This design comes from an exercise in tuning for small area, a short achievable clock period and few clock cycles on the open sky130 flow, not from production work.
Where RTL was checked, it was by simulation tests only, not by an equivalence proof against the original.

== job 101 ==
## maxfinder
module maxfinder(clk, rst, start, x1, x2, x3, x4, eps, done, result);
input clk, start, rst;
input [4:0] x1, x2, x3, x4, eps;
output done;
output [4:0] result;
reg active;    
reg ph2;       
reg [3:0] v1, v2, v3, v4;
wire signed [4:0] a1, a2, a3, a4;
wire nactive = !active;
mf_sel sel1 (x1, {1'b0, v1}, nactive, active, a1);
mf_sel sel2 (x2, {1'b0, v2}, nactive, active, a2);
mf_sel sel3 (x3, {1'b0, v3}, nactive, active, a3);
mf_sel sel4 (x4, {1'b0, v4}, nactive, active, a4);
wire [3:0] n1, n2, n3, n4;
wire t1s1;
wire t1c2;
mf_fa t1f0 (a2[0], a3[0], a4[0], t1s1, t1c2);
wire t1s3;
wire t1c4;
mf_fa t1f1 (a2[1], a3[1], a4[1], t1s3, t1c4);
wire t1s5;
wire t1c6;
mf_fa t1f2 (a2[2], a3[2], a4[2], t1s5, t1c6);
wire t1s7;
wire t1c8;
mf_fa t1f3 (a2[3], a3[3], a4[3], t1s7, t1c8);
wire t1s9;
wire t1c10;
mf_fa t1f4 (a2[4], a3[4], a4[4], t1s9, t1c10);
wire [6:0] t1 = {t1s9, t1s9, t1s9, t1s7, t1s5, t1s3, t1s1} + {t1c10, t1c10, t1c8, t1c6, t1c4, t1c2, 1'b0};
wire p1_11;
assign p1_11 = eps[0] & t1[0];
wire p1_12;
assign p1_12 = eps[0] & t1[1];
wire p1_13;
assign p1_13 = eps[0] & t1[2];
wire p1_14;
assign p1_14 = eps[0] & t1[3];
wire p1_15;
assign p1_15 = eps[0] & t1[4];
wire p1_16;
assign p1_16 = eps[0] & t1[5];
wire p1_17;
assign p1_17 = ~(eps[0] & t1[6]);
wire p1_18;
assign p1_18 = eps[1] & t1[0];
wire p1_19;
assign p1_19 = eps[1] & t1[1];
wire p1_20;
assign p1_20 = eps[1] & t1[2];
wire p1_21;
assign p1_21 = eps[1] & t1[3];
wire p1_22;
assign p1_22 = eps[1] & t1[4];
wire p1_23;
assign p1_23 = eps[1] & t1[5];
wire p1_24;
assign p1_24 = ~(eps[1] & t1[6]);
wire p1_25;
assign p1_25 = eps[2] & t1[0];
wire p1_26;
assign p1_26 = eps[2] & t1[1];
wire p1_27;
assign p1_27 = eps[2] & t1[2];
wire p1_28;
assign p1_28 = eps[2] & t1[3];
wire p1_29;
assign p1_29 = eps[2] & t1[4];
wire p1_30;
assign p1_30 = eps[2] & t1[5];
wire p1_31;
  ...
export LEC_CHECK = 0
export CAP_MARGIN = 20
export CORE_MARGIN = 2
export CORE_UTILIZATION = 40
export SETUP_SLACK_MARGIN = 2.4
export SLEW_MARGIN = 20
export SYNTH_HIERARCHICAL = 1
export SYNTH_MINIMUM_KEEP_SIZE = 0
create_clock -name core_clock -period 9.0 [get_ports {clk}]
standard.sh (not shown) runs the stock make flow with config.mk's settings and CLKGATE_MAP_FILE= SYNTH_SCRIPT=/design/flow/synth_recipe.tcl, a recipe that flattens the netlist after the stock synthesis.
==> flow/flow/run.sh <==
#!/bin/bash
export BUFFER_PORTS_ARGS="-buffer_cell sky130_fd_sc_hd__buf_2"
cp standard.sh standard_copy.sh.txt
bash standard.sh > standard.log 2>&1
Both conditions hold for job 101: the flow ran to the end and the final layout passed the timing, design-rule and antenna checks.
Testbench counts of job 101, summed over its fixed seeds: cycles 3,201.
--- input diff job 101..job 102 ---
Settings: a change of CORE_UTILIZATION from 40 to 60; a change of SETUP_SLACK_MARGIN from 2.4 to 2.2.
==> flow/flow/run.sh <==
#!/bin/bash
export BUFFER_PORTS_ARGS="-buffer_cell sky130_fd_sc_hd__buf_1"
bash standard.sh > standard.log 2>&1
Notes after the runs:
- Job 102 ended up with a lower final cell count than job 101 did.
- Routed length on met2 is higher on job 101
- In the metrics for job 102 and job 101, the one carrying the higher routed wire length is job 101.
## Diff of input files: job 103 against job 102
Settings: SETUP_SLACK_MARGIN: 2.2 -> 2.3; CORE_UTILIZATION: 60 -> 40.
==> comparison <==
- Run comparison: job 102 origin of the worst setup path x3[1]; job 103 origin of the worst setup path x1[1]
- Routed via count of job 103 exceeds that of job 102 slightly.
- Number of placement rows for job 103: 9 up relative to job 102
- Reported for job 102 and job 103, share of the synthesized area in compound gates (AO/OA/AOI/OAI) turned out identical to the last digit.
- Compared with job 102, in job 103 post-route worst setup slack saw an increase; TritonCTS buffer count stayed essentially flat; sequential share of cell area dropped 0.16 points; count of buffers not belonging to the clock network in the layout now larger.
- Run comparison: job 102 endpoint of the worst setup timing path v2[1]$_SDFF_PP0_; job 103 endpoint of the worst setup timing path v3[1]$_SDFF_PP0_
- Final cell count: job 103 vs job 102 up 81
- Met3 wire length: job 103 < job 102

Starting RTL as in the previous note.
clock: 9.0 ns
lec_check: 0
cap_margin: 20
core_margin: 2
core_utilization: 40
setup_slack_margin: 2.2
slew_margin: 20
synth_hierarchical: 1
synth_minimum_keep_size: 0
==> flow/flow/run.sh <==
#!/bin/bash
export BUFFER_PORTS_ARGS="-buffer_cell sky130_fd_sc_hd__buf_1"
bash standard.sh > standard.log 2>&1
Testbench counts at the start, summed over its fixed seeds: cycles 3,201.
Change:
Settings changed: SETUP_SLACK_MARGIN 2.2 to 2.1.
Final area decreases slightly.
Cell count stays the same.
Fmax came out lower slightly.
Area after synthesis stays the same.
Change:
Settings changed: PLACE_DENSITY set to 0.9, SETUP_SLACK_MARGIN 2.1 to 2.2.
The changed run completed without violations.
Worst setup slack improved by 0.077 ns.
Via count rises by 2.8%.
Fmax rises by 1.2%.
Global-route usage falls by 1.1 points.
Sequential share of layout area barely changes.
Hold slack got worse by 0.011 ns.

== main ==
Another version of the RTL of maxfinder (not shown whole).
For scale: about 800 cells after synthesis, roughly 34 I/O pins, ~7000 um2 of cells after synthesis.
Design maxfinder, start of the top module:
module maxfinder(clk, rst, start, x1, x2, x3, x4, eps, done, result);
export LEC_CHECK = 0
export CAP_MARGIN = 20
export CORE_MARGIN = 2
export CORE_UTILIZATION = 60
export SLEW_MARGIN = 20
create_clock -name core_clock -period 9.0 [get_ports {clk}]
==> flow/flow/run.sh <==
#!/bin/bash
export BUFFER_PORTS_ARGS="-buffer_cell sky130_fd_sc_hd__buf_2"
cp standard.sh standard_copy.sh.txt
bash standard.sh > standard.log 2>&1
Edits applied to the flow inputs when going from main to the feature branch:
# main
export LEC_CHECK = 0
export CAP_MARGIN = 20
export CORE_MARGIN = 2
export CORE_UTILIZATION = 60
export SLEW_MARGIN = 20
create_clock -name core_clock -period 9.0 [get_ports {clk}]
# the feature branch
export LEC_CHECK = 0
export CAP_MARGIN = 20
export CORE_MARGIN = 2
export CORE_UTILIZATION = 40
export SLEW_MARGIN = 20
create_clock -name core_clock -period 9.0 [get_ports {clk}]
[summary]
Per the final summary, the feature branch finished and its layout is clean on timing, DRC and antenna.
Comparing the feature branch and main, the lower total detailed-routing wirelength was measured on the feature branch.
Lower placement-stage worst setup slack was reported by the feature branch, not main.
Compared the feature branch against main; sequential share of layout area within noise.
| share of the final layout cell area in multi-input gates | higher: main |
The floorplan die area in the feature branch was higher than what main gave.
Portion of the clock cycle consumed by the worst path in the final layout (higher): the feature branch
Relative to main, the signal arrival time at the worst endpoint of the feature branch is higher by 80 ps.
Relative to main, minimum hold slack decreased by 9.5 ps in the feature branch.
The number of nets in the layout was comparable across the feature branch and main.
No run of this note included a check of the RTL's function; only the layout flow was run.

west:
Another version of the RTL of maxfinder (not shown whole).
Size: roughly 700 cells after synthesis, roughly 19 flip-flops, about 34 I/O pins, roughly 6700 um^2 of cells after synthesis.
Settings: LEC_CHECK=0, CAP_MARGIN=20, CORE_MARGIN=2, CORE_UTILIZATION=40, SLEW_MARGIN=20, SYNTH_HIERARCHICAL=1, SYNTH_MINIMUM_KEEP_SIZE=0; clock period 9.0 ns.
Scripts as last shown in full above: flow/flow/run.sh
west: done, clean on timing, DRC and antenna
Modified inputs, north compared to west
- setting SETUP_SLACK_MARGIN to 2.4 for the first time
--- outcome ---
- For the clock period minus worst slack, north came in 0.38 ns lower than west did.
- Diff west..north | cell count after synthesis | unchanged
- Final core utilization in north vs west: up 2.0 points
- Setup WNS west -> north: better
- | post-route worst hold slack | west vs north | ≈ equal |
No run of this note included a check of the RTL's function; only the layout flow was run.

RTL: one of the versions met above, not the one the previous note started from.
Size: about 660 cells after synthesis, ~34 I/O pins, about 6400 um2 of cells after synthesis.
clock: 9.0 ns
lec_check: 0
cap_margin: 20
core_margin: 2
core_utilization: 40
setup_slack_margin: 2.2
slew_margin: 20
synth_hierarchical: 1
synth_minimum_keep_size: 0
Scripts as last shown in full above: flow/flow/run.sh
The starting point finished clean.
Testbench counts at the start, summed over its fixed seeds: cycles 3,201.
==> next run, changes <==
==> flow/flow/run.sh (replaced) <==
#!/bin/bash
export BUFFER_PORTS_ARGS="-buffer_cell sky130_fd_sc_hd__buf_1"
bash standard.sh > standard.log 2>&1
GPL_ROUTABILITY_DRIVEN = 0   (was default)
What happened:
- routed wire length hardly moves
- first-iteration DRC count fell by 43%
- area after synthesis is unchanged
- clock-buffer cell count does not change
- setup slack gets worse by 0.046 ns
- design area went down by about 0.5%
- die area stays the same
- hold slack got worse by 0.013 ns

lane 1:
Another version of the RTL of maxfinder (not shown whole).
Size in the first run: roughly 710 cells after synthesis, about 19 flip-flops, roughly 34 I/O pins, ~0.0068 mm² of cells after synthesis.
Design maxfinder, start of the top module:
module maxfinder(clk, rst, start, x1, x2, x3, x4, eps, done, result);
export LEC_CHECK = 0
export CAP_MARGIN = 20
export CORE_MARGIN = 2
export CORE_UTILIZATION = 40
export SETUP_SLACK_MARGIN = 2.2
export SLEW_MARGIN = 20
export SYNTH_HIERARCHICAL = 1
export SYNTH_MINIMUM_KEEP_SIZE = 0
create_clock -name core_clock -period 9.0 [get_ports {clk}]
==> flow/flow/run.sh <==
#!/bin/bash
export BUFFER_PORTS_ARGS="-buffer_cell sky130_fd_sc_hd__buf_2"
cp standard.sh standard_copy.sh.txt
bash standard.sh > standard.log 2>&1
Lane 1: done, clean on timing, DRC and antenna
Relative to lane 1, the following input files were edited for lane 2:
Settings: a deleted SETUP_SLACK_MARGIN that had been 2.2; a change of CORE_UTILIZATION from 40 to 60.
Notes after the runs:
Re final sum of negative setup slack: no difference whatsoever between lane 1 and lane 2.
Number of rows in the core area is higher on lane 1
On longest individual stage delay on the worst path, lane 1 and lane 2 are neck and neck.
Lane 2 against lane 1: non-clock buffer instance count of the final layout moved down, average via count per standard cell moved up, total non-filler cell area in the finished layout moved down.
Setup changes, lane 2 to lane 3
Settings: SETUP_SLACK_MARGIN newly set to 2.6; CORE_UTILIZATION changed from 60 to 40.
Summary — routed metal-1 wirelength, lane 3 relative to lane 2: higher, by about 7%.
The final critical delay including setup and external delays number comes out higher for lane 2 vs lane 3.
Lane 2 → lane 3: fill cell total of the finished layout now larger; die outline area +about 50%; area of combinational cells with multiple inputs higher; fraction of standard cell area in multi-input logic decreased 2.5 points.
In lane 3, final worst-path setup slack is higher than in lane 2.
As of lane 3, final cell count had risen by more than 10% compared to lane 2.
No run of this note included a check of the RTL's function; only the layout flow was run.

## port drivers added, routing unchanged
In the flow no input, the clock included, has a driving cell. The finished layouts below were timed again as built, in two steps. Step 1 (the two cells are an assumption about what drives the block):
set clk [get_ports {clk}]
set_driving_cell -lib_cell sky130_fd_sc_hd__clkbuf_16 $clk
set_driving_cell -lib_cell sky130_fd_sc_hd__buf_2 [delete_from_list [all_inputs] $clk]
Step 2 moves the port delays by t, midway between the first and last clock arrival at a register: inputs arrive t later, outputs are due t later. That takes back most of the time a late clock gives input paths. Three values: ideal, step 1, step 2; two values: the first two.
run	shift t [ns]	setup slack, ns	cell pins on the clock port's net
job 101	0.284	2.539 / 2.525 / 2.241	1
job 102	0.284	2.428 / 2.433 / 2.149	1
job 103	0.284	2.474 / 2.480 / 2.195	1
the first run of note 2	0.284	2.425 / 2.431 / 2.146	1
the second run of note 2	0.284	2.353 / 2.358 / 2.074	1
the third run of note 2	0.286	2.430 / 2.440 / 2.154	1
main	0.296	1.810 / 1.827 / 1.531	1
the feature branch	0.289	1.745 / 1.759 / 1.470	1
west	0.286	2.142 / 2.149 / 1.863	1
north	0.286	2.523 / 2.531 / 2.245	1
the first run of note 5	0.286	2.472 / 2.482 / 2.195	1
the second run of note 5	0.284	2.425 / 2.431 / 2.146	1
lane 1	0.297	2.366 / 2.376 / 2.079	1
lane 2	0.287	1.921 / 1.935 / 1.647	1
lane 3	0.288	2.540 / 2.543 / 2.255	1
After both steps every run listed still meets setup and hold. For job 101, which loses most, drivers alone change the setup slack by -0.014 ns; drivers and shift together by -0.298 ns.
